Context: an optimization exercise on an open-source flow, tuned for small area and a short achievable clock period. The choices shown serve that exercise and are no tape-out recipe. The RTL was checked by simulation tests, not by an equivalence proof against the original design.

==> flow/flow/run.sh <==
#!/bin/bash
# The standard layout (standard.sh: ORFS synthesis to final layout) with a
# few extra ORFS settings; the clock, constraints and synthesis script are
# unchanged. Settings come from flow/params.sh:
#   MARGIN      setup slack that repair_timing aims for (ns)
#   PORTBUF     cell used to buffer every input and output port
#   EXTRA       further ORFS make variables
set -u
. flow/params.sh
bash standard.sh SETUP_SLACK_MARGIN=$MARGIN "BUFFER_PORTS_ARGS=-buffer_cell $PORTBUF" $EXTRA finish > standard.log 2>&1
==> flow/flow/params.sh <==
MARGIN=6.8
PORTBUF=sky130_fd_sc_hd__buf_1
EXTRA="MATCH_CELL_FOOTPRINT=0"
==> flow/standard.sh <==
#!/bin/bash
# synth_recipe.tcl (not shown) runs the flow's synth.tcl, then flattens the netlist and writes it again
# the make line also repeats each setting of config.mk as NAME=value (left out here)
make -C /OpenROAD-flow-scripts/flow DESIGN_CONFIG=/design/flow/config.mk WORK_HOME=/design/flow/orfs CLKGATE_MAP_FILE= SYNTH_SCRIPT=/design/flow/synth_recipe.tcl "${@:-finish}"
==> flow/config.mk <==
export PLATFORM = sky130hd
export DESIGN_NAME = mac
export DESIGN_NICKNAME = mac
export VERILOG_FILES = /design/flow/design.v
export SDC_FILE = /design/flow/constraint.sdc
export NUM_CORES = 4
export LEC_CHECK = 0
export ABC_AREA = 1
export CAP_MARGIN = 20
export CORE_MARGIN = 2
export CORE_UTILIZATION = 60
export CTS_BUF_LIST = sky130_fd_sc_hd__clkbuf_4 sky130_fd_sc_hd__clkbuf_8
export SETUP_SLACK_MARGIN = 5
export SLEW_MARGIN = 20
export SYNTH_HIERARCHICAL = 1
==> flow/constraint.sdc <==
create_clock -name core_clock -period 12.0 [get_ports {clk}]
set_input_delay 2.4000 -clock core_clock [delete_from_list [all_inputs] [get_ports {clk}]]
set_output_delay 2.4000 -clock core_clock [all_outputs]
set_load 0.01 [all_outputs]
==> flow/design.v <==
module fullreg #(  parameter N = 16 )(
    input [N-1:0] d,
    output reg [N-1:0] q,
    input clk,
    input en,
    input clr,  
    input rst   
    );
always @(posedge clk,posedge rst) begin
    if(rst)
        q=0;
    else    
    if(en==1)begin
        if(clr)
            q=0;
        else
            q=d;
    end
end
endmodule
`timescale 1ns / 1ps
module adder
   #(parameter integer N=16)
   (
    input  [N-1:0] x1,
    input  [N-1:0] x2,
    output  [N-1:0] y
    );
    assign y=$unsigned(x1)+$unsigned(x2);
endmodule
module fa_cell(input a, input b, input c, output s, output co);
  assign s = a ^ b ^ c;
  assign co = (a & b) | (a & c) | (b & c);
endmodule
module ha_cell(input a, input b, output s, output co);
  assign s = a ^ b;
  assign co = a & b;
endmodule
`timescale 1ns / 1ps
module mult
   #(parameter integer N=9)
   (
    input  [N-1:0] x1,
    input  [N-1:0] x2,
    output  [2*N-1:0] y
    );
    assign y=$signed(x1)*$signed(x2);
endmodule
module mac(
    input [15:0] x1,
    input [15:0] x2,
    input clk,
    input rst,
    input en,
    output [39:0] y
    );
reg [39:0] S;
reg [31:0] C;
wire s1;
wire c2;
wire s3;
wire c4;
wire s5;
wire c6;
wire s7;
wire c8;
wire s9;
wire c10;
wire s11;
wire c12;
wire s13;
wire c14;
wire s15;
wire c16;
wire s17;
wire c18;
wire s19;
wire c20;
wire s21;
wire c22;
wire s23;
wire c24;
wire s25;
wire c26;
wire s27;
wire c28;
wire s29;
wire c30;
wire s31;
wire c32;
wire s33;
wire c34;
wire s35;
wire c36;
wire s37;
wire c38;
wire s39;
wire c40;
wire s41;
wire c42;
wire s43;
wire c44;
wire s45;
wire c46;
wire s47;
wire c48;
wire s49;
wire c50;
wire s51;
wire c52;
wire s53;
wire c54;
wire s55;
wire c56;
wire s57;
wire c58;
wire s59;
wire c60;
wire s61;
wire c62;
wire s63;
wire c64;
wire s65;
wire c66;
wire s67;
wire c68;
wire s69;
wire c70;
wire s71;
wire c72;
wire s73;
wire c74;
wire s75;
wire c76;
wire s77;
wire c78;
wire s79;
wire c80;
wire s81;
wire c82;
wire s83;
wire c84;
wire s85;
wire c86;
wire s87;
wire c88;
wire s89;
wire c90;
wire s91;
wire c92;
wire s93;
wire c94;
wire s95;
wire c96;
wire s97;
wire c98;
wire s99;
wire c100;
wire s101;
wire c102;
wire s103;
wire c104;
wire s105;
wire c106;
wire s107;
wire c108;
wire s109;
wire c110;
wire s111;
wire c112;
wire s113;
wire c114;
wire s115;
wire c116;
wire s117;
wire c118;
wire s119;
wire c120;
wire s121;
wire c122;
wire s123;
wire c124;
wire s125;
wire c126;
wire s127;
wire c128;
wire s129;
wire c130;
wire s131;
wire c132;
wire s133;
wire c134;
wire s135;
wire c136;
wire s137;
wire c138;
wire s139;
wire c140;
wire s141;
wire c142;
wire s143;
wire c144;
wire s145;
wire c146;
wire s147;
wire c148;
wire s149;
wire c150;
wire s151;
wire c152;
wire s153;
wire c154;
wire s155;
wire c156;
wire s157;
wire c158;
wire s159;
wire c160;
wire s161;
wire c162;
wire s163;
wire c164;
wire s165;
wire c166;
wire s167;
wire c168;
wire s169;
wire c170;
wire s171;
wire c172;
wire s173;
wire c174;
wire s175;
wire c176;
wire s177;
wire c178;
wire s179;
wire c180;
wire s181;
wire c182;
wire s183;
wire c184;
wire s185;
wire c186;
wire s187;
wire c188;
wire s189;
wire c190;
wire s191;
wire c192;
wire s193;
wire c194;
wire s195;
wire c196;
wire s197;
wire c198;
wire s199;
wire c200;
wire s201;
wire c202;
wire s203;
wire c204;
wire s205;
wire c206;
wire s207;
wire c208;
wire s209;
wire c210;
wire s211;
wire c212;
wire s213;
wire c214;
wire s215;
wire c216;
wire s217;
wire c218;
wire s219;
wire c220;
wire s221;
wire c222;
wire s223;
wire c224;
wire s225;
wire c226;
wire s227;
wire c228;
wire s229;
wire c230;
wire s231;
wire c232;
wire s233;
wire c234;
wire s235;
wire c236;
wire s237;
wire c238;
wire s239;
wire c240;
wire s241;
wire c242;
wire s243;
wire c244;
wire s245;
wire c246;
wire s247;
wire c248;
wire s249;
wire c250;
wire s251;
wire c252;
wire s253;
wire c254;
wire s255;
wire c256;
wire s257;
wire c258;
wire s259;
wire c260;
wire s261;
wire c262;
wire s263;
wire c264;
wire s265;
wire c266;
wire s267;
wire c268;
wire s269;
wire c270;
wire s271;
wire c272;
wire s273;
wire c274;
wire s275;
wire c276;
wire s277;
wire c278;
wire s279;
wire c280;
wire s281;
wire c282;
wire s283;
wire c284;
wire s285;
wire c286;
wire s287;
wire c288;
wire s289;
wire c290;
wire s291;
wire c292;
wire s293;
wire c294;
wire s295;
wire c296;
wire one0 = en & (x2[0] ^ 1'b0);
wire two0 = en & ((x2[1] & ~x2[0] & ~1'b0) | (~x2[1] & x2[0] & 1'b0));
wire neg0 = en & x2[1] & ~(x2[0] & 1'b0);
wire pp0_0 = (one0 & (x1[0] ^ neg0)) | (two0 & (1'b0 ^ neg0));
wire pp0_1 = (one0 & (x1[1] ^ neg0)) | (two0 & (x1[0] ^ neg0));
wire pp0_2 = (one0 & (x1[2] ^ neg0)) | (two0 & (x1[1] ^ neg0));
wire pp0_3 = (one0 & (x1[3] ^ neg0)) | (two0 & (x1[2] ^ neg0));
wire pp0_4 = (one0 & (x1[4] ^ neg0)) | (two0 & (x1[3] ^ neg0));
wire pp0_5 = (one0 & (x1[5] ^ neg0)) | (two0 & (x1[4] ^ neg0));
wire pp0_6 = (one0 & (x1[6] ^ neg0)) | (two0 & (x1[5] ^ neg0));
wire pp0_7 = (one0 & (x1[7] ^ neg0)) | (two0 & (x1[6] ^ neg0));
wire pp0_8 = (one0 & (x1[8] ^ neg0)) | (two0 & (x1[7] ^ neg0));
wire pp0_9 = (one0 & (x1[9] ^ neg0)) | (two0 & (x1[8] ^ neg0));
wire pp0_10 = (one0 & (x1[10] ^ neg0)) | (two0 & (x1[9] ^ neg0));
wire pp0_11 = (one0 & (x1[11] ^ neg0)) | (two0 & (x1[10] ^ neg0));
wire pp0_12 = (one0 & (x1[12] ^ neg0)) | (two0 & (x1[11] ^ neg0));
wire pp0_13 = (one0 & (x1[13] ^ neg0)) | (two0 & (x1[12] ^ neg0));
wire pp0_14 = (one0 & (x1[14] ^ neg0)) | (two0 & (x1[13] ^ neg0));
wire pp0_15 = (one0 & (x1[15] ^ neg0)) | (two0 & (x1[14] ^ neg0));
wire pp0_16 = ~((one0 & (x1[15] ^ neg0)) | (two0 & (x1[15] ^ neg0)));
wire one1 = en & (x2[2] ^ x2[1]);
wire two1 = en & ((x2[3] & ~x2[2] & ~x2[1]) | (~x2[3] & x2[2] & x2[1]));
wire neg1 = en & x2[3] & ~(x2[2] & x2[1]);
wire pp1_0 = (one1 & (x1[0] ^ neg1)) | (two1 & (1'b0 ^ neg1));
wire pp1_1 = (one1 & (x1[1] ^ neg1)) | (two1 & (x1[0] ^ neg1));
wire pp1_2 = (one1 & (x1[2] ^ neg1)) | (two1 & (x1[1] ^ neg1));
wire pp1_3 = (one1 & (x1[3] ^ neg1)) | (two1 & (x1[2] ^ neg1));
wire pp1_4 = (one1 & (x1[4] ^ neg1)) | (two1 & (x1[3] ^ neg1));
wire pp1_5 = (one1 & (x1[5] ^ neg1)) | (two1 & (x1[4] ^ neg1));
wire pp1_6 = (one1 & (x1[6] ^ neg1)) | (two1 & (x1[5] ^ neg1));
wire pp1_7 = (one1 & (x1[7] ^ neg1)) | (two1 & (x1[6] ^ neg1));
wire pp1_8 = (one1 & (x1[8] ^ neg1)) | (two1 & (x1[7] ^ neg1));
wire pp1_9 = (one1 & (x1[9] ^ neg1)) | (two1 & (x1[8] ^ neg1));
wire pp1_10 = (one1 & (x1[10] ^ neg1)) | (two1 & (x1[9] ^ neg1));
wire pp1_11 = (one1 & (x1[11] ^ neg1)) | (two1 & (x1[10] ^ neg1));
wire pp1_12 = (one1 & (x1[12] ^ neg1)) | (two1 & (x1[11] ^ neg1));
wire pp1_13 = (one1 & (x1[13] ^ neg1)) | (two1 & (x1[12] ^ neg1));
wire pp1_14 = (one1 & (x1[14] ^ neg1)) | (two1 & (x1[13] ^ neg1));
wire pp1_15 = (one1 & (x1[15] ^ neg1)) | (two1 & (x1[14] ^ neg1));
wire pp1_16 = ~((one1 & (x1[15] ^ neg1)) | (two1 & (x1[15] ^ neg1)));
wire one2 = en & (x2[4] ^ x2[3]);
wire two2 = en & ((x2[5] & ~x2[4] & ~x2[3]) | (~x2[5] & x2[4] & x2[3]));
wire neg2 = en & x2[5] & ~(x2[4] & x2[3]);
wire pp2_0 = (one2 & (x1[0] ^ neg2)) | (two2 & (1'b0 ^ neg2));
wire pp2_1 = (one2 & (x1[1] ^ neg2)) | (two2 & (x1[0] ^ neg2));
wire pp2_2 = (one2 & (x1[2] ^ neg2)) | (two2 & (x1[1] ^ neg2));
wire pp2_3 = (one2 & (x1[3] ^ neg2)) | (two2 & (x1[2] ^ neg2));
wire pp2_4 = (one2 & (x1[4] ^ neg2)) | (two2 & (x1[3] ^ neg2));
wire pp2_5 = (one2 & (x1[5] ^ neg2)) | (two2 & (x1[4] ^ neg2));
wire pp2_6 = (one2 & (x1[6] ^ neg2)) | (two2 & (x1[5] ^ neg2));
wire pp2_7 = (one2 & (x1[7] ^ neg2)) | (two2 & (x1[6] ^ neg2));
wire pp2_8 = (one2 & (x1[8] ^ neg2)) | (two2 & (x1[7] ^ neg2));
wire pp2_9 = (one2 & (x1[9] ^ neg2)) | (two2 & (x1[8] ^ neg2));
wire pp2_10 = (one2 & (x1[10] ^ neg2)) | (two2 & (x1[9] ^ neg2));
wire pp2_11 = (one2 & (x1[11] ^ neg2)) | (two2 & (x1[10] ^ neg2));
wire pp2_12 = (one2 & (x1[12] ^ neg2)) | (two2 & (x1[11] ^ neg2));
wire pp2_13 = (one2 & (x1[13] ^ neg2)) | (two2 & (x1[12] ^ neg2));
wire pp2_14 = (one2 & (x1[14] ^ neg2)) | (two2 & (x1[13] ^ neg2));
wire pp2_15 = (one2 & (x1[15] ^ neg2)) | (two2 & (x1[14] ^ neg2));
wire pp2_16 = ~((one2 & (x1[15] ^ neg2)) | (two2 & (x1[15] ^ neg2)));
wire one3 = en & (x2[6] ^ x2[5]);
wire two3 = en & ((x2[7] & ~x2[6] & ~x2[5]) | (~x2[7] & x2[6] & x2[5]));
wire neg3 = en & x2[7] & ~(x2[6] & x2[5]);
wire pp3_0 = (one3 & (x1[0] ^ neg3)) | (two3 & (1'b0 ^ neg3));
wire pp3_1 = (one3 & (x1[1] ^ neg3)) | (two3 & (x1[0] ^ neg3));
wire pp3_2 = (one3 & (x1[2] ^ neg3)) | (two3 & (x1[1] ^ neg3));
wire pp3_3 = (one3 & (x1[3] ^ neg3)) | (two3 & (x1[2] ^ neg3));
wire pp3_4 = (one3 & (x1[4] ^ neg3)) | (two3 & (x1[3] ^ neg3));
wire pp3_5 = (one3 & (x1[5] ^ neg3)) | (two3 & (x1[4] ^ neg3));
wire pp3_6 = (one3 & (x1[6] ^ neg3)) | (two3 & (x1[5] ^ neg3));
wire pp3_7 = (one3 & (x1[7] ^ neg3)) | (two3 & (x1[6] ^ neg3));
wire pp3_8 = (one3 & (x1[8] ^ neg3)) | (two3 & (x1[7] ^ neg3));
wire pp3_9 = (one3 & (x1[9] ^ neg3)) | (two3 & (x1[8] ^ neg3));
wire pp3_10 = (one3 & (x1[10] ^ neg3)) | (two3 & (x1[9] ^ neg3));
wire pp3_11 = (one3 & (x1[11] ^ neg3)) | (two3 & (x1[10] ^ neg3));
wire pp3_12 = (one3 & (x1[12] ^ neg3)) | (two3 & (x1[11] ^ neg3));
wire pp3_13 = (one3 & (x1[13] ^ neg3)) | (two3 & (x1[12] ^ neg3));
wire pp3_14 = (one3 & (x1[14] ^ neg3)) | (two3 & (x1[13] ^ neg3));
wire pp3_15 = (one3 & (x1[15] ^ neg3)) | (two3 & (x1[14] ^ neg3));
wire pp3_16 = ~((one3 & (x1[15] ^ neg3)) | (two3 & (x1[15] ^ neg3)));
wire one4 = en & (x2[8] ^ x2[7]);
wire two4 = en & ((x2[9] & ~x2[8] & ~x2[7]) | (~x2[9] & x2[8] & x2[7]));
wire neg4 = en & x2[9] & ~(x2[8] & x2[7]);
wire pp4_0 = (one4 & (x1[0] ^ neg4)) | (two4 & (1'b0 ^ neg4));
wire pp4_1 = (one4 & (x1[1] ^ neg4)) | (two4 & (x1[0] ^ neg4));
wire pp4_2 = (one4 & (x1[2] ^ neg4)) | (two4 & (x1[1] ^ neg4));
wire pp4_3 = (one4 & (x1[3] ^ neg4)) | (two4 & (x1[2] ^ neg4));
wire pp4_4 = (one4 & (x1[4] ^ neg4)) | (two4 & (x1[3] ^ neg4));
wire pp4_5 = (one4 & (x1[5] ^ neg4)) | (two4 & (x1[4] ^ neg4));
wire pp4_6 = (one4 & (x1[6] ^ neg4)) | (two4 & (x1[5] ^ neg4));
wire pp4_7 = (one4 & (x1[7] ^ neg4)) | (two4 & (x1[6] ^ neg4));
wire pp4_8 = (one4 & (x1[8] ^ neg4)) | (two4 & (x1[7] ^ neg4));
wire pp4_9 = (one4 & (x1[9] ^ neg4)) | (two4 & (x1[8] ^ neg4));
wire pp4_10 = (one4 & (x1[10] ^ neg4)) | (two4 & (x1[9] ^ neg4));
wire pp4_11 = (one4 & (x1[11] ^ neg4)) | (two4 & (x1[10] ^ neg4));
wire pp4_12 = (one4 & (x1[12] ^ neg4)) | (two4 & (x1[11] ^ neg4));
wire pp4_13 = (one4 & (x1[13] ^ neg4)) | (two4 & (x1[12] ^ neg4));
wire pp4_14 = (one4 & (x1[14] ^ neg4)) | (two4 & (x1[13] ^ neg4));
wire pp4_15 = (one4 & (x1[15] ^ neg4)) | (two4 & (x1[14] ^ neg4));
wire pp4_16 = ~((one4 & (x1[15] ^ neg4)) | (two4 & (x1[15] ^ neg4)));
wire one5 = en & (x2[10] ^ x2[9]);
wire two5 = en & ((x2[11] & ~x2[10] & ~x2[9]) | (~x2[11] & x2[10] & x2[9]));
wire neg5 = en & x2[11] & ~(x2[10] & x2[9]);
wire pp5_0 = (one5 & (x1[0] ^ neg5)) | (two5 & (1'b0 ^ neg5));
wire pp5_1 = (one5 & (x1[1] ^ neg5)) | (two5 & (x1[0] ^ neg5));
wire pp5_2 = (one5 & (x1[2] ^ neg5)) | (two5 & (x1[1] ^ neg5));
wire pp5_3 = (one5 & (x1[3] ^ neg5)) | (two5 & (x1[2] ^ neg5));
wire pp5_4 = (one5 & (x1[4] ^ neg5)) | (two5 & (x1[3] ^ neg5));
wire pp5_5 = (one5 & (x1[5] ^ neg5)) | (two5 & (x1[4] ^ neg5));
wire pp5_6 = (one5 & (x1[6] ^ neg5)) | (two5 & (x1[5] ^ neg5));
wire pp5_7 = (one5 & (x1[7] ^ neg5)) | (two5 & (x1[6] ^ neg5));
wire pp5_8 = (one5 & (x1[8] ^ neg5)) | (two5 & (x1[7] ^ neg5));
wire pp5_9 = (one5 & (x1[9] ^ neg5)) | (two5 & (x1[8] ^ neg5));
wire pp5_10 = (one5 & (x1[10] ^ neg5)) | (two5 & (x1[9] ^ neg5));
wire pp5_11 = (one5 & (x1[11] ^ neg5)) | (two5 & (x1[10] ^ neg5));
wire pp5_12 = (one5 & (x1[12] ^ neg5)) | (two5 & (x1[11] ^ neg5));
wire pp5_13 = (one5 & (x1[13] ^ neg5)) | (two5 & (x1[12] ^ neg5));
wire pp5_14 = (one5 & (x1[14] ^ neg5)) | (two5 & (x1[13] ^ neg5));
wire pp5_15 = (one5 & (x1[15] ^ neg5)) | (two5 & (x1[14] ^ neg5));
wire pp5_16 = ~((one5 & (x1[15] ^ neg5)) | (two5 & (x1[15] ^ neg5)));
wire one6 = en & (x2[12] ^ x2[11]);
wire two6 = en & ((x2[13] & ~x2[12] & ~x2[11]) | (~x2[13] & x2[12] & x2[11]));
wire neg6 = en & x2[13] & ~(x2[12] & x2[11]);
wire pp6_0 = (one6 & (x1[0] ^ neg6)) | (two6 & (1'b0 ^ neg6));
wire pp6_1 = (one6 & (x1[1] ^ neg6)) | (two6 & (x1[0] ^ neg6));
wire pp6_2 = (one6 & (x1[2] ^ neg6)) | (two6 & (x1[1] ^ neg6));
wire pp6_3 = (one6 & (x1[3] ^ neg6)) | (two6 & (x1[2] ^ neg6));
wire pp6_4 = (one6 & (x1[4] ^ neg6)) | (two6 & (x1[3] ^ neg6));
wire pp6_5 = (one6 & (x1[5] ^ neg6)) | (two6 & (x1[4] ^ neg6));
wire pp6_6 = (one6 & (x1[6] ^ neg6)) | (two6 & (x1[5] ^ neg6));
wire pp6_7 = (one6 & (x1[7] ^ neg6)) | (two6 & (x1[6] ^ neg6));
wire pp6_8 = (one6 & (x1[8] ^ neg6)) | (two6 & (x1[7] ^ neg6));
wire pp6_9 = (one6 & (x1[9] ^ neg6)) | (two6 & (x1[8] ^ neg6));
wire pp6_10 = (one6 & (x1[10] ^ neg6)) | (two6 & (x1[9] ^ neg6));
wire pp6_11 = (one6 & (x1[11] ^ neg6)) | (two6 & (x1[10] ^ neg6));
wire pp6_12 = (one6 & (x1[12] ^ neg6)) | (two6 & (x1[11] ^ neg6));
wire pp6_13 = (one6 & (x1[13] ^ neg6)) | (two6 & (x1[12] ^ neg6));
wire pp6_14 = (one6 & (x1[14] ^ neg6)) | (two6 & (x1[13] ^ neg6));
wire pp6_15 = (one6 & (x1[15] ^ neg6)) | (two6 & (x1[14] ^ neg6));
wire pp6_16 = ~((one6 & (x1[15] ^ neg6)) | (two6 & (x1[15] ^ neg6)));
wire one7 = en & (x2[14] ^ x2[13]);
wire two7 = en & ((x2[15] & ~x2[14] & ~x2[13]) | (~x2[15] & x2[14] & x2[13]));
wire neg7 = en & x2[15] & ~(x2[14] & x2[13]);
wire pp7_0 = (one7 & (x1[0] ^ neg7)) | (two7 & (1'b0 ^ neg7));
wire pp7_1 = (one7 & (x1[1] ^ neg7)) | (two7 & (x1[0] ^ neg7));
wire pp7_2 = (one7 & (x1[2] ^ neg7)) | (two7 & (x1[1] ^ neg7));
wire pp7_3 = (one7 & (x1[3] ^ neg7)) | (two7 & (x1[2] ^ neg7));
wire pp7_4 = (one7 & (x1[4] ^ neg7)) | (two7 & (x1[3] ^ neg7));
wire pp7_5 = (one7 & (x1[5] ^ neg7)) | (two7 & (x1[4] ^ neg7));
wire pp7_6 = (one7 & (x1[6] ^ neg7)) | (two7 & (x1[5] ^ neg7));
wire pp7_7 = (one7 & (x1[7] ^ neg7)) | (two7 & (x1[6] ^ neg7));
wire pp7_8 = (one7 & (x1[8] ^ neg7)) | (two7 & (x1[7] ^ neg7));
wire pp7_9 = (one7 & (x1[9] ^ neg7)) | (two7 & (x1[8] ^ neg7));
wire pp7_10 = (one7 & (x1[10] ^ neg7)) | (two7 & (x1[9] ^ neg7));
wire pp7_11 = (one7 & (x1[11] ^ neg7)) | (two7 & (x1[10] ^ neg7));
wire pp7_12 = (one7 & (x1[12] ^ neg7)) | (two7 & (x1[11] ^ neg7));
wire pp7_13 = (one7 & (x1[13] ^ neg7)) | (two7 & (x1[12] ^ neg7));
wire pp7_14 = (one7 & (x1[14] ^ neg7)) | (two7 & (x1[13] ^ neg7));
wire pp7_15 = (one7 & (x1[15] ^ neg7)) | (two7 & (x1[14] ^ neg7));
wire pp7_16 = ~((one7 & (x1[15] ^ neg7)) | (two7 & (x1[15] ^ neg7)));
wire s0n = ~pp0_16;
wire [4:0] yi = y[18:14];
wire [5:0] yp1 = {1'b0, yi} + 6'd1;
wire [5:0] yinc = neg7 ? yp1 : {1'b0, yi};
ha_cell hs1 (.a(y[8]), .b(neg4), .s(s1), .co(c2));
ha_cell hs3 (.a(y[9]), .b(pp0_9), .s(s3), .co(c4));
fa_cell fs5 (.a(y[10]), .b(neg5), .c(pp0_10), .s(s5), .co(c6));
ha_cell hs7 (.a(pp1_8), .b(pp2_6), .s(s7), .co(c8));
fa_cell fs9 (.a(y[11]), .b(pp0_11), .c(pp1_9), .s(s9), .co(c10));
ha_cell hs11 (.a(pp2_7), .b(pp3_5), .s(s11), .co(c12));
fa_cell fs13 (.a(y[12]), .b(neg6), .c(pp0_12), .s(s13), .co(c14));
fa_cell fs15 (.a(pp1_10), .b(pp2_8), .c(pp3_6), .s(s15), .co(c16));
ha_cell hs17 (.a(pp4_4), .b(pp5_2), .s(s17), .co(c18));
fa_cell fs19 (.a(y[13]), .b(pp0_13), .c(pp1_11), .s(s19), .co(c20));
fa_cell fs21 (.a(pp2_9), .b(pp3_7), .c(pp4_5), .s(s21), .co(c22));
ha_cell hs23 (.a(pp5_3), .b(pp6_1), .s(s23), .co(c24));
fa_cell fs25 (.a(yinc[0]), .b(pp0_14), .c(pp1_12), .s(s25), .co(c26));
fa_cell fs27 (.a(pp2_10), .b(pp3_8), .c(pp4_6), .s(s27), .co(c28));
fa_cell fs29 (.a(pp5_4), .b(pp6_2), .c(pp7_0), .s(s29), .co(c30));
fa_cell fs31 (.a(yinc[1]), .b(pp0_15), .c(pp1_13), .s(s31), .co(c32));
fa_cell fs33 (.a(pp2_11), .b(pp3_9), .c(pp4_7), .s(s33), .co(c34));
fa_cell fs35 (.a(pp5_5), .b(pp6_3), .c(pp7_1), .s(s35), .co(c36));
fa_cell fs37 (.a(yinc[2]), .b(pp1_14), .c(pp2_12), .s(s37), .co(c38));
fa_cell fs39 (.a(pp3_10), .b(pp4_8), .c(pp5_6), .s(s39), .co(c40));
fa_cell fs41 (.a(pp6_4), .b(pp7_2), .c(s0n), .s(s41), .co(c42));
fa_cell fs43 (.a(yinc[3]), .b(pp1_15), .c(pp2_13), .s(s43), .co(c44));
fa_cell fs45 (.a(pp3_11), .b(pp4_9), .c(pp5_7), .s(s45), .co(c46));
fa_cell fs47 (.a(pp6_5), .b(pp7_3), .c(s0n), .s(s47), .co(c48));
fa_cell fs49 (.a(yinc[4]), .b(pp1_16), .c(pp2_14), .s(s49), .co(c50));
fa_cell fs51 (.a(pp3_12), .b(pp4_10), .c(pp5_8), .s(s51), .co(c52));
fa_cell fs53 (.a(pp6_6), .b(pp7_4), .c(pp0_16), .s(s53), .co(c54));
assign s55 = ~(y[19] ^ yinc[5]);
assign c56 = y[19] | yinc[5];
fa_cell fs57 (.a(pp2_15), .b(pp3_13), .c(pp4_11), .s(s57), .co(c58));
fa_cell fs59 (.a(pp5_9), .b(pp6_7), .c(pp7_5), .s(s59), .co(c60));
fa_cell fs61 (.a(y[20]), .b(pp2_16), .c(pp3_14), .s(s61), .co(c62));
fa_cell fs63 (.a(pp4_12), .b(pp5_10), .c(pp6_8), .s(s63), .co(c64));
assign s65 = ~(y[21] ^ pp3_15);
assign c66 = y[21] | pp3_15;
ha_cell hs67 (.a(pp4_13), .b(pp5_11), .s(s67), .co(c68));
fa_cell fs69 (.a(y[22]), .b(pp3_16), .c(pp4_14), .s(s69), .co(c70));
assign s71 = ~y[23];
assign c72 = y[23];
ha_cell hs73 (.a(y[4]), .b(neg2), .s(s73), .co(c74));
ha_cell hs75 (.a(y[5]), .b(pp0_5), .s(s75), .co(c76));
fa_cell fs77 (.a(y[6]), .b(neg3), .c(pp0_6), .s(s77), .co(c78));
ha_cell hs79 (.a(pp1_4), .b(pp2_2), .s(s79), .co(c80));
fa_cell fs81 (.a(y[7]), .b(pp0_7), .c(pp1_5), .s(s81), .co(c82));
ha_cell hs83 (.a(pp2_3), .b(pp3_1), .s(s83), .co(c84));
fa_cell fs85 (.a(s1), .b(pp0_8), .c(pp1_6), .s(s85), .co(c86));
fa_cell fs87 (.a(pp2_4), .b(pp3_2), .c(pp4_0), .s(s87), .co(c88));
fa_cell fs89 (.a(c2), .b(pp1_7), .c(pp2_5), .s(s89), .co(c90));
fa_cell fs91 (.a(pp3_3), .b(pp4_1), .c(s3), .s(s91), .co(c92));
fa_cell fs93 (.a(pp3_4), .b(pp4_2), .c(pp5_0), .s(s93), .co(c94));
fa_cell fs95 (.a(c4), .b(s7), .c(s5), .s(s95), .co(c96));
fa_cell fs97 (.a(pp4_3), .b(pp5_1), .c(c8), .s(s97), .co(c98));
fa_cell fs99 (.a(s11), .b(c6), .c(s9), .s(s99), .co(c100));
fa_cell fs101 (.a(pp6_0), .b(c12), .c(s17), .s(s101), .co(c102));
fa_cell fs103 (.a(c10), .b(s13), .c(s15), .s(s103), .co(c104));
fa_cell fs105 (.a(c18), .b(s23), .c(c14), .s(s105), .co(c106));
fa_cell fs107 (.a(c16), .b(s19), .c(s21), .s(s107), .co(c108));
fa_cell fs109 (.a(c24), .b(c20), .c(c22), .s(s109), .co(c110));
fa_cell fs111 (.a(s25), .b(s27), .c(s29), .s(s111), .co(c112));
fa_cell fs113 (.a(c26), .b(c28), .c(c30), .s(s113), .co(c114));
fa_cell fs115 (.a(s31), .b(s33), .c(s35), .s(s115), .co(c116));
fa_cell fs117 (.a(c32), .b(c34), .c(c36), .s(s117), .co(c118));
fa_cell fs119 (.a(s37), .b(s39), .c(s41), .s(s119), .co(c120));
fa_cell fs121 (.a(c38), .b(c40), .c(c42), .s(s121), .co(c122));
fa_cell fs123 (.a(s43), .b(s45), .c(s47), .s(s123), .co(c124));
fa_cell fs125 (.a(c44), .b(c46), .c(c48), .s(s125), .co(c126));
fa_cell fs127 (.a(s49), .b(s51), .c(s53), .s(s127), .co(c128));
fa_cell fs129 (.a(s55), .b(c50), .c(c52), .s(s129), .co(c130));
fa_cell fs131 (.a(c54), .b(s57), .c(s59), .s(s131), .co(c132));
fa_cell fs133 (.a(pp7_6), .b(c56), .c(c58), .s(s133), .co(c134));
fa_cell fs135 (.a(c60), .b(s61), .c(s63), .s(s135), .co(c136));
fa_cell fs137 (.a(pp6_9), .b(pp7_7), .c(s67), .s(s137), .co(c138));
fa_cell fs139 (.a(c62), .b(c64), .c(s65), .s(s139), .co(c140));
fa_cell fs141 (.a(pp5_12), .b(pp6_10), .c(pp7_8), .s(s141), .co(c142));
fa_cell fs143 (.a(c68), .b(c66), .c(s69), .s(s143), .co(c144));
fa_cell fs145 (.a(s71), .b(pp4_15), .c(pp5_13), .s(s145), .co(c146));
fa_cell fs147 (.a(pp6_11), .b(pp7_9), .c(c70), .s(s147), .co(c148));
fa_cell fs149 (.a(y[24]), .b(c72), .c(pp4_16), .s(s149), .co(c150));
fa_cell fs151 (.a(pp5_14), .b(pp6_12), .c(pp7_10), .s(s151), .co(c152));
assign s153 = ~(y[25] ^ pp5_15);
assign c154 = y[25] | pp5_15;
ha_cell hs155 (.a(pp6_13), .b(pp7_11), .s(s155), .co(c156));
fa_cell fs157 (.a(y[26]), .b(pp5_16), .c(pp6_14), .s(s157), .co(c158));
assign s159 = ~y[27];
assign c160 = y[27];
ha_cell hs161 (.a(y[2]), .b(neg1), .s(s161), .co(c162));
ha_cell hs163 (.a(y[3]), .b(pp0_3), .s(s163), .co(c164));
fa_cell fs165 (.a(s73), .b(pp0_4), .c(pp1_2), .s(s165), .co(c166));
fa_cell fs167 (.a(c74), .b(pp1_3), .c(pp2_1), .s(s167), .co(c168));
fa_cell fs169 (.a(pp3_0), .b(c76), .c(s79), .s(s169), .co(c170));
fa_cell fs171 (.a(c80), .b(s83), .c(c78), .s(s171), .co(c172));
fa_cell fs173 (.a(c84), .b(c82), .c(s85), .s(s173), .co(c174));
fa_cell fs175 (.a(c86), .b(c88), .c(s89), .s(s175), .co(c176));
fa_cell fs177 (.a(c90), .b(s93), .c(c92), .s(s177), .co(c178));
fa_cell fs179 (.a(c94), .b(s97), .c(c96), .s(s179), .co(c180));
fa_cell fs181 (.a(c98), .b(s101), .c(c100), .s(s181), .co(c182));
fa_cell fs183 (.a(c102), .b(c104), .c(s105), .s(s183), .co(c184));
fa_cell fs185 (.a(c106), .b(c108), .c(s109), .s(s185), .co(c186));
fa_cell fs187 (.a(c110), .b(c112), .c(s113), .s(s187), .co(c188));
fa_cell fs189 (.a(c114), .b(c116), .c(s117), .s(s189), .co(c190));
fa_cell fs191 (.a(c118), .b(c120), .c(s121), .s(s191), .co(c192));
fa_cell fs193 (.a(c122), .b(c124), .c(s125), .s(s193), .co(c194));
fa_cell fs195 (.a(c126), .b(c128), .c(s129), .s(s195), .co(c196));
fa_cell fs197 (.a(c130), .b(c132), .c(s133), .s(s197), .co(c198));
fa_cell fs199 (.a(s137), .b(c134), .c(c136), .s(s199), .co(c200));
fa_cell fs201 (.a(s141), .b(c138), .c(c140), .s(s201), .co(c202));
fa_cell fs203 (.a(c142), .b(s145), .c(c144), .s(s203), .co(c204));
fa_cell fs205 (.a(c146), .b(s149), .c(s151), .s(s205), .co(c206));
fa_cell fs207 (.a(s155), .b(c150), .c(c152), .s(s207), .co(c208));
fa_cell fs209 (.a(pp7_12), .b(c156), .c(c154), .s(s209), .co(c210));
fa_cell fs211 (.a(s159), .b(pp6_15), .c(pp7_13), .s(s211), .co(c212));
fa_cell fs213 (.a(y[28]), .b(c160), .c(pp6_16), .s(s213), .co(c214));
assign s215 = ~y[29];
assign c216 = y[29];
ha_cell hs217 (.a(y[0]), .b(neg0), .s(s217), .co(c218));
ha_cell hs219 (.a(y[1]), .b(pp0_1), .s(s219), .co(c220));
fa_cell fs221 (.a(s161), .b(pp0_2), .c(pp1_0), .s(s221), .co(c222));
fa_cell fs223 (.a(c162), .b(pp1_1), .c(s163), .s(s223), .co(c224));
fa_cell fs225 (.a(pp2_0), .b(c164), .c(s165), .s(s225), .co(c226));
fa_cell fs227 (.a(s75), .b(c166), .c(s167), .s(s227), .co(c228));
fa_cell fs229 (.a(c168), .b(s77), .c(s169), .s(s229), .co(c230));
fa_cell fs231 (.a(s81), .b(c170), .c(s171), .s(s231), .co(c232));
fa_cell fs233 (.a(s87), .b(c172), .c(s173), .s(s233), .co(c234));
fa_cell fs235 (.a(s91), .b(c174), .c(s175), .s(s235), .co(c236));
fa_cell fs237 (.a(c176), .b(s95), .c(s177), .s(s237), .co(c238));
fa_cell fs239 (.a(s99), .b(c178), .c(s179), .s(s239), .co(c240));
fa_cell fs241 (.a(s103), .b(c180), .c(s181), .s(s241), .co(c242));
fa_cell fs243 (.a(s107), .b(c182), .c(s183), .s(s243), .co(c244));
fa_cell fs245 (.a(s111), .b(c184), .c(s185), .s(s245), .co(c246));
fa_cell fs247 (.a(s115), .b(c186), .c(s187), .s(s247), .co(c248));
fa_cell fs249 (.a(s119), .b(c188), .c(s189), .s(s249), .co(c250));
fa_cell fs251 (.a(s123), .b(c190), .c(s191), .s(s251), .co(c252));
fa_cell fs253 (.a(s127), .b(c192), .c(s193), .s(s253), .co(c254));
fa_cell fs255 (.a(s131), .b(c194), .c(s195), .s(s255), .co(c256));
fa_cell fs257 (.a(s135), .b(c196), .c(s197), .s(s257), .co(c258));
fa_cell fs259 (.a(s139), .b(c198), .c(s199), .s(s259), .co(c260));
fa_cell fs261 (.a(s143), .b(c200), .c(s201), .s(s261), .co(c262));
fa_cell fs263 (.a(s147), .b(c202), .c(s203), .s(s263), .co(c264));
fa_cell fs265 (.a(c148), .b(s205), .c(c204), .s(s265), .co(c266));
fa_cell fs267 (.a(s153), .b(c206), .c(s207), .s(s267), .co(c268));
fa_cell fs269 (.a(s157), .b(c208), .c(s209), .s(s269), .co(c270));
fa_cell fs271 (.a(c158), .b(s211), .c(c210), .s(s271), .co(c272));
fa_cell fs273 (.a(pp7_14), .b(c212), .c(s213), .s(s273), .co(c274));
fa_cell fs275 (.a(s215), .b(pp7_15), .c(c214), .s(s275), .co(c276));
fa_cell fs277 (.a(y[30]), .b(c216), .c(pp7_16), .s(s277), .co(c278));
assign s279 = ~y[31];
assign c280 = y[31];
assign s281 = ~y[32];
assign c282 = y[32];
assign s283 = ~y[33];
assign c284 = y[33];
assign s285 = ~y[34];
assign c286 = y[34];
assign s287 = ~y[35];
assign c288 = y[35];
assign s289 = ~y[36];
assign c290 = y[36];
assign s291 = ~y[37];
assign c292 = y[37];
assign s293 = ~y[38];
assign c294 = y[38];
assign s295 = ~y[39];
assign c296 = y[39];
wire [7:0] hs = {c294, c292, c290, c288, c286, c284, c282, c280} + {s295, s293, s291, s289, s287, s285, s283, s281};
wire [39:0] Sn = {hs[7], hs[6], hs[5], hs[4], hs[3], hs[2], hs[1], hs[0], c278, c276, c274, c272, c270, c268, c266, c264, c262, c260, c258, c256, c254, c252, c250, c248, c246, c244, c242, c240, c238, c236, c234, c232, c230, c228, c226, c224, c222, c220, c218, pp0_0};
wire [31:0] Cn = {s279, s277, s275, s273, s271, s269, s267, s265, s263, s261, s259, s257, s255, s253, s251, s249, s247, s245, s243, s241, s239, s237, s235, s233, s231, s229, s227, s225, s223, s221, s219, s217};
always @(posedge clk or posedge rst)
  if (rst) begin
    S <= 40'd0;
    C <= 32'd0;
  end else begin
    S <= Sn;
    C <= Cn;
  end
wire [39:0] ya = S[39:0], yb = {8'd0, C};
wire [39:0] p0, g0;
ha_cell pg0 (.a(ya[0]), .b(yb[0]), .s(p0[0]), .co(g0[0]));
ha_cell pg1 (.a(ya[1]), .b(yb[1]), .s(p0[1]), .co(g0[1]));
ha_cell pg2 (.a(ya[2]), .b(yb[2]), .s(p0[2]), .co(g0[2]));
ha_cell pg3 (.a(ya[3]), .b(yb[3]), .s(p0[3]), .co(g0[3]));
ha_cell pg4 (.a(ya[4]), .b(yb[4]), .s(p0[4]), .co(g0[4]));
ha_cell pg5 (.a(ya[5]), .b(yb[5]), .s(p0[5]), .co(g0[5]));
ha_cell pg6 (.a(ya[6]), .b(yb[6]), .s(p0[6]), .co(g0[6]));
ha_cell pg7 (.a(ya[7]), .b(yb[7]), .s(p0[7]), .co(g0[7]));
ha_cell pg8 (.a(ya[8]), .b(yb[8]), .s(p0[8]), .co(g0[8]));
ha_cell pg9 (.a(ya[9]), .b(yb[9]), .s(p0[9]), .co(g0[9]));
ha_cell pg10 (.a(ya[10]), .b(yb[10]), .s(p0[10]), .co(g0[10]));
ha_cell pg11 (.a(ya[11]), .b(yb[11]), .s(p0[11]), .co(g0[11]));
ha_cell pg12 (.a(ya[12]), .b(yb[12]), .s(p0[12]), .co(g0[12]));
ha_cell pg13 (.a(ya[13]), .b(yb[13]), .s(p0[13]), .co(g0[13]));
ha_cell pg14 (.a(ya[14]), .b(yb[14]), .s(p0[14]), .co(g0[14]));
ha_cell pg15 (.a(ya[15]), .b(yb[15]), .s(p0[15]), .co(g0[15]));
ha_cell pg16 (.a(ya[16]), .b(yb[16]), .s(p0[16]), .co(g0[16]));
ha_cell pg17 (.a(ya[17]), .b(yb[17]), .s(p0[17]), .co(g0[17]));
ha_cell pg18 (.a(ya[18]), .b(yb[18]), .s(p0[18]), .co(g0[18]));
ha_cell pg19 (.a(ya[19]), .b(yb[19]), .s(p0[19]), .co(g0[19]));
ha_cell pg20 (.a(ya[20]), .b(yb[20]), .s(p0[20]), .co(g0[20]));
ha_cell pg21 (.a(ya[21]), .b(yb[21]), .s(p0[21]), .co(g0[21]));
ha_cell pg22 (.a(ya[22]), .b(yb[22]), .s(p0[22]), .co(g0[22]));
ha_cell pg23 (.a(ya[23]), .b(yb[23]), .s(p0[23]), .co(g0[23]));
ha_cell pg24 (.a(ya[24]), .b(yb[24]), .s(p0[24]), .co(g0[24]));
ha_cell pg25 (.a(ya[25]), .b(yb[25]), .s(p0[25]), .co(g0[25]));
ha_cell pg26 (.a(ya[26]), .b(yb[26]), .s(p0[26]), .co(g0[26]));
ha_cell pg27 (.a(ya[27]), .b(yb[27]), .s(p0[27]), .co(g0[27]));
ha_cell pg28 (.a(ya[28]), .b(yb[28]), .s(p0[28]), .co(g0[28]));
ha_cell pg29 (.a(ya[29]), .b(yb[29]), .s(p0[29]), .co(g0[29]));
ha_cell pg30 (.a(ya[30]), .b(yb[30]), .s(p0[30]), .co(g0[30]));
ha_cell pg31 (.a(ya[31]), .b(yb[31]), .s(p0[31]), .co(g0[31]));
assign p0[32] = ya[32];
assign g0[32] = 1'b0;
assign p0[33] = ya[33];
assign g0[33] = 1'b0;
assign p0[34] = ya[34];
assign g0[34] = 1'b0;
assign p0[35] = ya[35];
assign g0[35] = 1'b0;
assign p0[36] = ya[36];
assign g0[36] = 1'b0;
assign p0[37] = ya[37];
assign g0[37] = 1'b0;
assign p0[38] = ya[38];
assign g0[38] = 1'b0;
assign p0[39] = ya[39];
assign g0[39] = 1'b0;
wire bg0_1 = g0[1] | (p0[1] & g0[0]);
wire bp0_1 = p0[1] & p0[0];
wire bg0_3 = g0[3] | (p0[3] & g0[2]);
wire bp0_3 = p0[3] & p0[2];
wire bg0_5 = g0[5] | (p0[5] & g0[4]);
wire bp0_5 = p0[5] & p0[4];
wire bg0_7 = g0[7] | (p0[7] & g0[6]);
wire bp0_7 = p0[7] & p0[6];
wire bg0_9 = g0[9] | (p0[9] & g0[8]);
wire bp0_9 = p0[9] & p0[8];
wire bg0_11 = g0[11] | (p0[11] & g0[10]);
wire bp0_11 = p0[11] & p0[10];
wire bg0_13 = g0[13] | (p0[13] & g0[12]);
wire bp0_13 = p0[13] & p0[12];
wire bg0_15 = g0[15] | (p0[15] & g0[14]);
wire bp0_15 = p0[15] & p0[14];
wire bg0_17 = g0[17] | (p0[17] & g0[16]);
wire bp0_17 = p0[17] & p0[16];
wire bg0_19 = g0[19] | (p0[19] & g0[18]);
wire bp0_19 = p0[19] & p0[18];
wire bg0_21 = g0[21] | (p0[21] & g0[20]);
wire bp0_21 = p0[21] & p0[20];
wire bg0_23 = g0[23] | (p0[23] & g0[22]);
wire bp0_23 = p0[23] & p0[22];
wire bg0_25 = g0[25] | (p0[25] & g0[24]);
wire bp0_25 = p0[25] & p0[24];
wire bg0_27 = g0[27] | (p0[27] & g0[26]);
wire bp0_27 = p0[27] & p0[26];
wire bg0_29 = g0[29] | (p0[29] & g0[28]);
wire bp0_29 = p0[29] & p0[28];
wire bg0_31 = g0[31] | (p0[31] & g0[30]);
wire bp0_31 = p0[31] & p0[30];
wire bg0_33 = g0[33] | (p0[33] & g0[32]);
wire bp0_33 = p0[33] & p0[32];
wire bg0_35 = g0[35] | (p0[35] & g0[34]);
wire bp0_35 = p0[35] & p0[34];
wire bg0_37 = g0[37] | (p0[37] & g0[36]);
wire bp0_37 = p0[37] & p0[36];
wire bg0_39 = g0[39] | (p0[39] & g0[38]);
wire bp0_39 = p0[39] & p0[38];
wire bg1_3 = bg0_3 | (bp0_3 & bg0_1);
wire bp1_3 = bp0_3 & bp0_1;
wire bg1_7 = bg0_7 | (bp0_7 & bg0_5);
wire bp1_7 = bp0_7 & bp0_5;
wire bg1_11 = bg0_11 | (bp0_11 & bg0_9);
wire bp1_11 = bp0_11 & bp0_9;
wire bg1_15 = bg0_15 | (bp0_15 & bg0_13);
wire bp1_15 = bp0_15 & bp0_13;
wire bg1_19 = bg0_19 | (bp0_19 & bg0_17);
wire bp1_19 = bp0_19 & bp0_17;
wire bg1_23 = bg0_23 | (bp0_23 & bg0_21);
wire bp1_23 = bp0_23 & bp0_21;
wire bg1_27 = bg0_27 | (bp0_27 & bg0_25);
wire bp1_27 = bp0_27 & bp0_25;
wire bg1_31 = bg0_31 | (bp0_31 & bg0_29);
wire bp1_31 = bp0_31 & bp0_29;
wire bg1_35 = bg0_35 | (bp0_35 & bg0_33);
wire bp1_35 = bp0_35 & bp0_33;
wire bg1_39 = bg0_39 | (bp0_39 & bg0_37);
wire bp1_39 = bp0_39 & bp0_37;
wire bg2_7 = bg1_7 | (bp1_7 & bg1_3);
wire bp2_7 = bp1_7 & bp1_3;
wire bg2_15 = bg1_15 | (bp1_15 & bg1_11);
wire bp2_15 = bp1_15 & bp1_11;
wire bg2_23 = bg1_23 | (bp1_23 & bg1_19);
wire bp2_23 = bp1_23 & bp1_19;
wire bg2_31 = bg1_31 | (bp1_31 & bg1_27);
wire bp2_31 = bp1_31 & bp1_27;
wire bg2_39 = bg1_39 | (bp1_39 & bg1_35);
wire bp2_39 = bp1_39 & bp1_35;
wire bg3_15 = bg2_15 | (bp2_15 & bg2_7);
wire bp3_15 = bp2_15 & bp2_7;
wire bg3_31 = bg2_31 | (bp2_31 & bg2_23);
wire bp3_31 = bp2_31 & bp2_23;
wire bg4_31 = bg3_31 | (bp3_31 & bg3_15);
wire bp4_31 = bp3_31 & bp3_15;
wire bg8_23 = bg2_23 | (bp2_23 & bg3_15);
wire bp8_23 = bp2_23 & bp3_15;
wire bg8_39 = bg2_39 | (bp2_39 & bg4_31);
wire bp8_39 = bp2_39 & bp4_31;
wire bg9_11 = bg1_11 | (bp1_11 & bg2_7);
wire bp9_11 = bp1_11 & bp2_7;
wire bg9_19 = bg1_19 | (bp1_19 & bg3_15);
wire bp9_19 = bp1_19 & bp3_15;
wire bg9_27 = bg1_27 | (bp1_27 & bg8_23);
wire bp9_27 = bp1_27 & bp8_23;
wire bg9_35 = bg1_35 | (bp1_35 & bg4_31);
wire bp9_35 = bp1_35 & bp4_31;
wire bg10_5 = bg0_5 | (bp0_5 & bg1_3);
wire bp10_5 = bp0_5 & bp1_3;
wire bg10_9 = bg0_9 | (bp0_9 & bg2_7);
wire bp10_9 = bp0_9 & bp2_7;
wire bg10_13 = bg0_13 | (bp0_13 & bg9_11);
wire bp10_13 = bp0_13 & bp9_11;
wire bg10_17 = bg0_17 | (bp0_17 & bg3_15);
wire bp10_17 = bp0_17 & bp3_15;
wire bg10_21 = bg0_21 | (bp0_21 & bg9_19);
wire bp10_21 = bp0_21 & bp9_19;
wire bg10_25 = bg0_25 | (bp0_25 & bg8_23);
wire bp10_25 = bp0_25 & bp8_23;
wire bg10_29 = bg0_29 | (bp0_29 & bg9_27);
wire bp10_29 = bp0_29 & bp9_27;
wire bg10_33 = bg0_33 | (bp0_33 & bg4_31);
wire bp10_33 = bp0_33 & bp4_31;
wire bg10_37 = bg0_37 | (bp0_37 & bg9_35);
wire bp10_37 = bp0_37 & bp9_35;
wire bg11_2 = g0[2] | (p0[2] & bg0_1);
wire bp11_2 = p0[2] & bp0_1;
wire bg11_4 = g0[4] | (p0[4] & bg1_3);
wire bp11_4 = p0[4] & bp1_3;
wire bg11_6 = g0[6] | (p0[6] & bg10_5);
wire bp11_6 = p0[6] & bp10_5;
wire bg11_8 = g0[8] | (p0[8] & bg2_7);
wire bp11_8 = p0[8] & bp2_7;
wire bg11_10 = g0[10] | (p0[10] & bg10_9);
wire bp11_10 = p0[10] & bp10_9;
wire bg11_12 = g0[12] | (p0[12] & bg9_11);
wire bp11_12 = p0[12] & bp9_11;
wire bg11_14 = g0[14] | (p0[14] & bg10_13);
wire bp11_14 = p0[14] & bp10_13;
wire bg11_16 = g0[16] | (p0[16] & bg3_15);
wire bp11_16 = p0[16] & bp3_15;
wire bg11_18 = g0[18] | (p0[18] & bg10_17);
wire bp11_18 = p0[18] & bp10_17;
wire bg11_20 = g0[20] | (p0[20] & bg9_19);
wire bp11_20 = p0[20] & bp9_19;
wire bg11_22 = g0[22] | (p0[22] & bg10_21);
wire bp11_22 = p0[22] & bp10_21;
wire bg11_24 = g0[24] | (p0[24] & bg8_23);
wire bp11_24 = p0[24] & bp8_23;
wire bg11_26 = g0[26] | (p0[26] & bg10_25);
wire bp11_26 = p0[26] & bp10_25;
wire bg11_28 = g0[28] | (p0[28] & bg9_27);
wire bp11_28 = p0[28] & bp9_27;
wire bg11_30 = g0[30] | (p0[30] & bg10_29);
wire bp11_30 = p0[30] & bp10_29;
wire bg11_32 = g0[32] | (p0[32] & bg4_31);
wire bp11_32 = p0[32] & bp4_31;
wire bg11_34 = g0[34] | (p0[34] & bg10_33);
wire bp11_34 = p0[34] & bp10_33;
wire bg11_36 = g0[36] | (p0[36] & bg9_35);
wire bp11_36 = p0[36] & bp9_35;
wire bg11_38 = g0[38] | (p0[38] & bg10_37);
wire bp11_38 = p0[38] & bp10_37;
wire [39:0] cy = {bg11_38, bg10_37, bg11_36, bg9_35, bg11_34, bg10_33, bg11_32, bg4_31, bg11_30, bg10_29, bg11_28, bg9_27, bg11_26, bg10_25, bg11_24, bg8_23, bg11_22, bg10_21, bg11_20, bg9_19, bg11_18, bg10_17, bg11_16, bg3_15, bg11_14, bg10_13, bg11_12, bg9_11, bg11_10, bg10_9, bg11_8, bg2_7, bg11_6, bg10_5, bg11_4, bg1_3, bg11_2, bg0_1, g0[0], 1'b0};
assign y[39:0] = p0 ^ cy;
endmodule
==> results.yml, run 1 <==
synth:
  yosysSeqAreaShare: 0.201
  synth-simple-area-share: 0.0716
  ys_ff_latch: 72
  yosysWarnings: 7
  synth-adder-area-share: 0.383
  syn_inst: 891
  muxShareOfSynthArea: 0
  synth_compound_area_frac: 0.117
  yosys.cell_types.count: 31
  synth_top_family_by_area: "adder cells"
  syn_avg_cell_area_um2: 10.1
  syn-cell-area_um2: 8980
  synthXorXnorAreaFrac: 0.153
  synth_nets: 1130
worst_setup_path:
  slowest_delay_ns: 0.55
  crit_family: "adder cells"
  r2r_cells: 23
  crit_chain: "buf_1 -> inv_1 -> nand2_1 -> a21oi_1 -> nand2_2 -> o22ai_1 -> fa_2 -> fa_2 -> fa_1 -> fa_1"
  path_depth: 10
  endpoint_kind: "flop"
  crit_buf_inv: 2
  path_max_fanout: 15
  crit_slowest_cell: "fa_1"
  path_class: "primary input to flop"
  required_ns: 12.25
  arrival_ns: 5.43
  r2r_slack_ns: 7.12
  r2r-start: "S[1]"
  critPathLaunchType: "primary input"
  reg2reg_to: "C[19]"
global_route:
  track_usage: 0.314
  grt_max_degree: 73
  grt_pass1_vias: 7201
  grt-ovfl-total: 0
  antenna_found_initial: 0
  grt_pass1_wl_mm: 38.5
route:
  postRouteAntennaNets: 0
  via_per_inst: 6.10
  drtIter0Drc: 613
  drc_errors: 0
  detail_route.wl_per_cell_um: 21.0
  wl_met2_mm: 11.6
  route.met3.wl_mm: 2.19
  via_count: 7210
  first_pass_iters: 5
  highest_layer: "met4"
  drt-met1-wl_mm: 10.5
  wirelength_mm: 24.8
worst_hold_path:
  whs_endpoint: "C[0]"
  holdPathStages: 2
  worstHoldStart: "C[0]"
  hold_class: "flop to flop"
place:
  port_buffers: 74
  place_congestion: 0.902
  hpwl_mm: 17.7
timing:
  min_period_ns: 5.18
  setup_viol: 0
  worstMarginPinSlew_ns: 0.931
  setup_tns_ns: 0
  slew_headroom: 0.380
  report.final.hold_viol_count: 0
  rsz0062_at_grt: "true"
  clock_skew_ns: 0.0150
  fmax_ghz: 0.193
  slew_viol_final: 0
  finalCritPeriodShare: 0.431
floorplanning:
  start_util: 0.615
  die_h_um: 126
  die_w_um: 126
  coreArea_um2: 14600
  die-area_um2: 16000
  ios: 75
  rows: 44
cts:
  clock-sinks: 72
  cts_tree: "yes"
  clkTransAtPathRegs_ns: 0.08
  cts_buffer_depth: 2
  clkLatencyLatePin_ns: 0.39
  cts-root-buf: "clkbuf_8"
  htreeDepth: 3
  cts_buffers: 9
cells_and_area:
  num_antenna_cells: 0
  syn_to_final_growth_pct: 24.3
  layout-drive-gt1-share: 0.300
  layout.nets: 1231
run:
  drv_cap: 0
status:
  status: "timing/DRC/antenna clean"
[cell usage after synthesis, drive strengths merged]
cell type / number / area (µm²)
or3: 1 / 6.26
buf: 45 / 339
xor2: 35 / 307
o21ai: 27 / 135
a31o: 4 / 35.0
nand4: 5 / 31.3
o22ai: 110 / 688
dfrtp: 72 / 1800
inv: 69 / 259
nor3: 8 / 61.3
or2: 2 / 12.5
a21o: 4 / 30.0
a21oi: 30 / 150
fa: 118 / 2360
xnor2: 122 / 1070
nor2: 26 / 97.6
clkbuf: 18 / 67.6
ha: 86 / 1080
nand3: 24 / 120
o211ai: 1 / 7.51
nand2: 83 / 314
a21boi: 1 / 7.51
[through the flow]
stage / std cells / util / worst slack (ns) / area, µm² / hold WS (ns)
after global routing: 1181 / 0.765 / 6.71 / 11200 / 0.683
after floorplan: 891 / - / 6.78 / 9300 / 0.589
after detailed placement: 1094 / 0.647 / 5.61 / 9440 / 0.643
final: 1181 / 0.765 / 6.82 / 11200 / 0.649
after global placement: 1094 / 0.647 / 5.74 / 9440 / 0.606
after CTS: 1140 / 0.699 / 6.76 / 10200 / 0.662
[registers in the layout, indices dropped and copies added (netlist names)]
name  count
C        32
S        40
[layout by cell type (no fill, tap or decap), types with 14 or more instances in the layout]
master and instances:
a21oi_1 25, buf_1 49, buf_4 60, dfrtp_1 72, fa_1 89, fa_2 29
ha_1 70, inv_1 63, nand2_1 55, nand2_2 18, nand3_1 22, nor2_1 14
o21ai_0 17, o22ai_1 82, o22ai_2 24, xnor2_1 94, xnor2_2 23, xor2_1 30
[worst reg2reg max path, delay by kind of cell, from the launching register on]
family | cells | cell delay (ns)
adder cells (fa/ha/maj) | 8 | 2.64
buffers and inverters | 4 | 0.39
XOR/XNOR | 2 | 0.32
flip-flops | 1 | 0.38
AO/OA/AOI/OAI | 2 | 0.29
AND/OR/NAND/NOR | 7 | 0.73
[modules after synthesis (local to each module, per instance)]
module,flops+latches,cells inside
fa_cell,0,1
ha_cell,0,1
mac,72,726
[cells by family (layout without fill, tap and decap cells)]
logic type,after synthesis,count (layout)
buf+inv,132,238
simple gates,149,149
fa+ha+maj,204,204
compound gates,177,177
flops,72,72
xor+xnor,157,157
[timing repair]
| action | 4_1_cts | 5_1_grt |
|---|---|---|
| pin swaps | 18 | 64 |
| hold buffers | 0 | 0 |
| cloned | 2 | 2 |
| setup endpoints to repair | 62 | 48 |
| gates resized for setup | 80 | 168 |
| buffers inserted | 28 | 39 |
[layout make-up]
class / instances / area [µm²]
clock buffer: 11 / 151
clock inverter: 5 / 78.8
fill: 988 / 3430
inverter: 69 / 280
multi-input combinational: 687 / 7510
timing repair buffer: 153 / 1110
sequential: 72 / 1800
tap: 184 / 230
[how the worst max path moves through the flow]
| stage | slack [ns] | start | end |
|---|---|---|---|
| final | 6.82 | x2[7] | C[17] |
| after global routing | 6.71 | S[1] | y[37] |
| after CTS | 6.76 | C[1] | y[31] |
| after global placement | 5.74 | en | C[19] |
| after detailed placement | 5.61 | en | C[19] |
| after floorplan | 6.78 | en | C[15] |
[metal layers]
| metal | vias up | GRT usage |
|---|---|---|
| met1 | 3604 | 0.461 |
| met2 | 344 | 0.484 |
| met4 | 0 | 0.0918 |
| met5 | - | 0 |
| met3 | 54 | 0.0574 |
| li1 | 3208 | - |
==> inputs of run 2 (changes only) <==
==> flow/flow/params.sh (replaced) <==
MARGIN=6.5
PORTBUF=sky130_fd_sc_hd__buf_1
EXTRA=""
==> run 2 against run 1 <==
  * Via count decreased by 6.5%
  * Critical path depth decreased by 1
  * Final cell count decreased by 4.1%
  * Routed wire length decreased by 12%
  * Hold slack got worse by 0.0025 ns
  * Fmax decreased by 4.6%
  * Sequential share of layout area increased by 2.5 points
  * Global-route usage decreased by 2.6 points
  * First-iteration DRC count decreased by 26%
==> results.yml, run 2 <==
timing:
  hold_slack_ns: 0.646
  slew_headroom: 0.359
  rsz0062_at_grt: "true"
  slew_viol_final: 0
  clock_skew_ns: 0.00941
  finalCritPeriodShare: 0.452
  setup_tns_ns: 0
  min_period_ns: 5.43
  worstMarginPinSlew_ns: 0.962
  setup_viol: 0
  report.final.hold_viol_count: 0
  fmax_ghz: 0.184
place:
  port_buffers: 74
  place_congestion: 0.906
  hpwl_mm: 17.1
  post-place-cells: 1094
cells_and_area:
  stdcell_count: 1132
  num_antenna_cells: 0
  syn_to_final_growth_pct: 7.96
  top_regs: "S (40), C (32)"
  largest_reg_flops: 40
  layout.nets: 1185
  final_cell_mix: "xnor2_1 (120), fa_1 (118), o22ai_1 (107)"
  layout_commonest_cell: "xnor2_1"
  layout-drive-gt1-share: 0.0970
  largest_register: "S"
cts:
  clock-sinks: 72
  cts-root-buf: "clkbuf_8"
  clkTransAtPathRegs_ns: 0.08
  cts_buffer_depth: 2
  htreeDepth: 3
  cts_buffers: 9
  cts_tree: "yes"
  cts_hold_buffers: 0
  clkLatencyLatePin_ns: 0.37
floorplanning:
  rows: 44
  coreArea_um2: 14600
  ios: 75
  die_h_um: 126
  die-area_um2: 16000
  start_util: 0.615
  die_w_um: 126
worst_setup_path:
  arrival_ns: 5.67
  required_ns: 12.24
  r2r_cells: 21
  path_class: "primary input to flop"
  endpoint_kind: "flop"
  path_max_fanout: 16
  critPathLaunchType: "primary input"
route:
  drc_errors: 0
  postRouteAntennaNets: 0
  first_pass_iters: 8
  wirelength_mm: 21.8
  via_per_inst: 5.95
  detail_route.wl_per_cell_um: 19.3
  drtIter0Drc: 451
  via_count: 6738
global_route:
  track_usage: 0.288
  grt_max_degree: 73
  grt_pass1_wl_mm: 35.7
  grt-ovfl-total: 0
  antenna_found_initial: 0
  grt_pass1_vias: 6930
synth:
  synth_commonest_cells: "xnor2_1 (122), fa_1 (118), o22ai_1 (110)"
  ys_ff_latch: 72
  synth_edf_count: 0
  synth_nets: 1130
  yosysTopAreaCellShare: 0.263
  synth-async-reset-ratio: 1.00
  yosys.cell_types.count: 31
  yosysSeqAreaShare: 0.201
  syn_avg_cell_area_um2: 10.1
  syn-cell-area_um2: 8980
  synth_top_cells_by_area: "fa_1 (26%), dfrtp_1 (20%), ha_1 (12%), xnor2_1 (12%), o22ai_1 (7.7%)"
  ys.flop_type: "dfrtp_1"
  synth_area_leader_cell: "fa_1"
  syn_inst: 891
  yosysWarnings: 7
  synth_most_common_cell: "xnor2_1"
worst_hold_path:
  hold_class: "flop to flop"
  holdPathStages: 2
run:
  drv_cap: 0
status:
  status: "timing/DRC/antenna clean"
run 2: cell families (layout without fill, tap and decap cells):
| family | count (synthesis) | after routing | synth area share |
|---|---|---|---|
| AND/OR/NAND/NOR | 149 | 149 | 0.0716 |
| adder cells (fa/ha/maj) | 204 | 204 | 0.383 |
| flip-flops | 72 | 72 | 0.201 |
| XOR/XNOR | 157 | 157 | 0.153 |
| buffers and inverters | 132 | 189 | 0.0741 |
| AO/OA/AOI/OAI | 177 | 177 | 0.117 |
run 2: repair_timing:
action	4_1_cts	5_1_grt
setup endpoints to repair	39	33
pin swaps	0	3
gates resized for setup	18	34
setup buffers	0	25
run 2: per-stage QoR:
| step | utilization | setup WS, ns | instance area (µm²) |
|---|---|---|---|
| finish | 0.664 | 6.57 | 9690 |
| global placement | 0.628 | 5.52 | 9160 |
| global route | 0.664 | 6.46 | 9690 |
| detailed placement | 0.628 | 5.38 | 9160 |
| floorplan | - | 6.67 | 8980 |
| CTS | 0.643 | 6.44 | 9370 |
run 2: critical path, stage by stage:
cell and delay [ns]:
buf_1 0.27, ha_1 0.31, nand2_2 0.28, inv_1 0.10, o21ai_1 0.36, fa_1 0.51
fa_1 0.47, fa_1 0.55, fa_1 0.42
run 2: final timing paths:
kind | slack (ns) | endpoint | startpoint
worst max-delay path | 6.57 | C[19] | x2[1]
worst min-delay path | 0.65 | C[0] | C[0]
worst max register to register | 6.96 | C[19] | S[1]
worst min register to register | 0.65 | C[0] | C[0]
max in group asynchronous | 9.07 | S[27] | rst
min in group asynchronous | 2.29 | S[37] | rst
run 2: metal layers:
metal | up-vias | part of all wire | global-route usage
met5 | - | 0 | 0
met4 | 0 | 0.019 | 0.0847
met3 | 39 | 0.081 | 0.0628
met2 | 271 | 0.45 | 0.435
met1 | 3322 | 0.45 | 0.422
li1 | 3106 | - | -
run 2: final cells by class:
type                    instances  area (µm²)
clock inverters                 1        5.00
clock buffers                  12         159
repair buffers                107         584
flip-flops and latches         72        1800
multi-input cells             687        6650
well taps                     184         230
fillers                      1220        4900
inverters                      69         262
run 2: modules after synthesis, one instance, submodules excluded:
module	copies in the design	cells inside	flops+latches
mac	1	726	72
fa_cell	117	1	0
ha_cell	48	1	0

[separate check: timing with driven ports]
In the flow no input, the clock included, has a driving cell. The finished layouts below were timed again as built, in two steps. Step 1 assumes that a clkbuf_16 drives the clock port and a buf_2 every other input. Step 2 also shifts input and output timing later by t, the mid clock arrival at the registers, as if the neighbouring blocks saw the same clock. a / b / c = ideal ports / drivers / drivers and shift; a / b = the first two.
run | t (ns) | setup WS [ns] | worst setup path at the end | cell pins on the clock port's net
run 1 | 0.419 | 6.822 / 6.797 / 6.397 | input to register | 1
run 2 | 0.406 | 6.574 / 6.589 / 6.183 | input to register | 1
After both steps setup and hold are still met in every run listed. For run 1, which loses most, drivers alone change the setup slack by -0.025 ns; drivers and shift together by -0.425 ns.
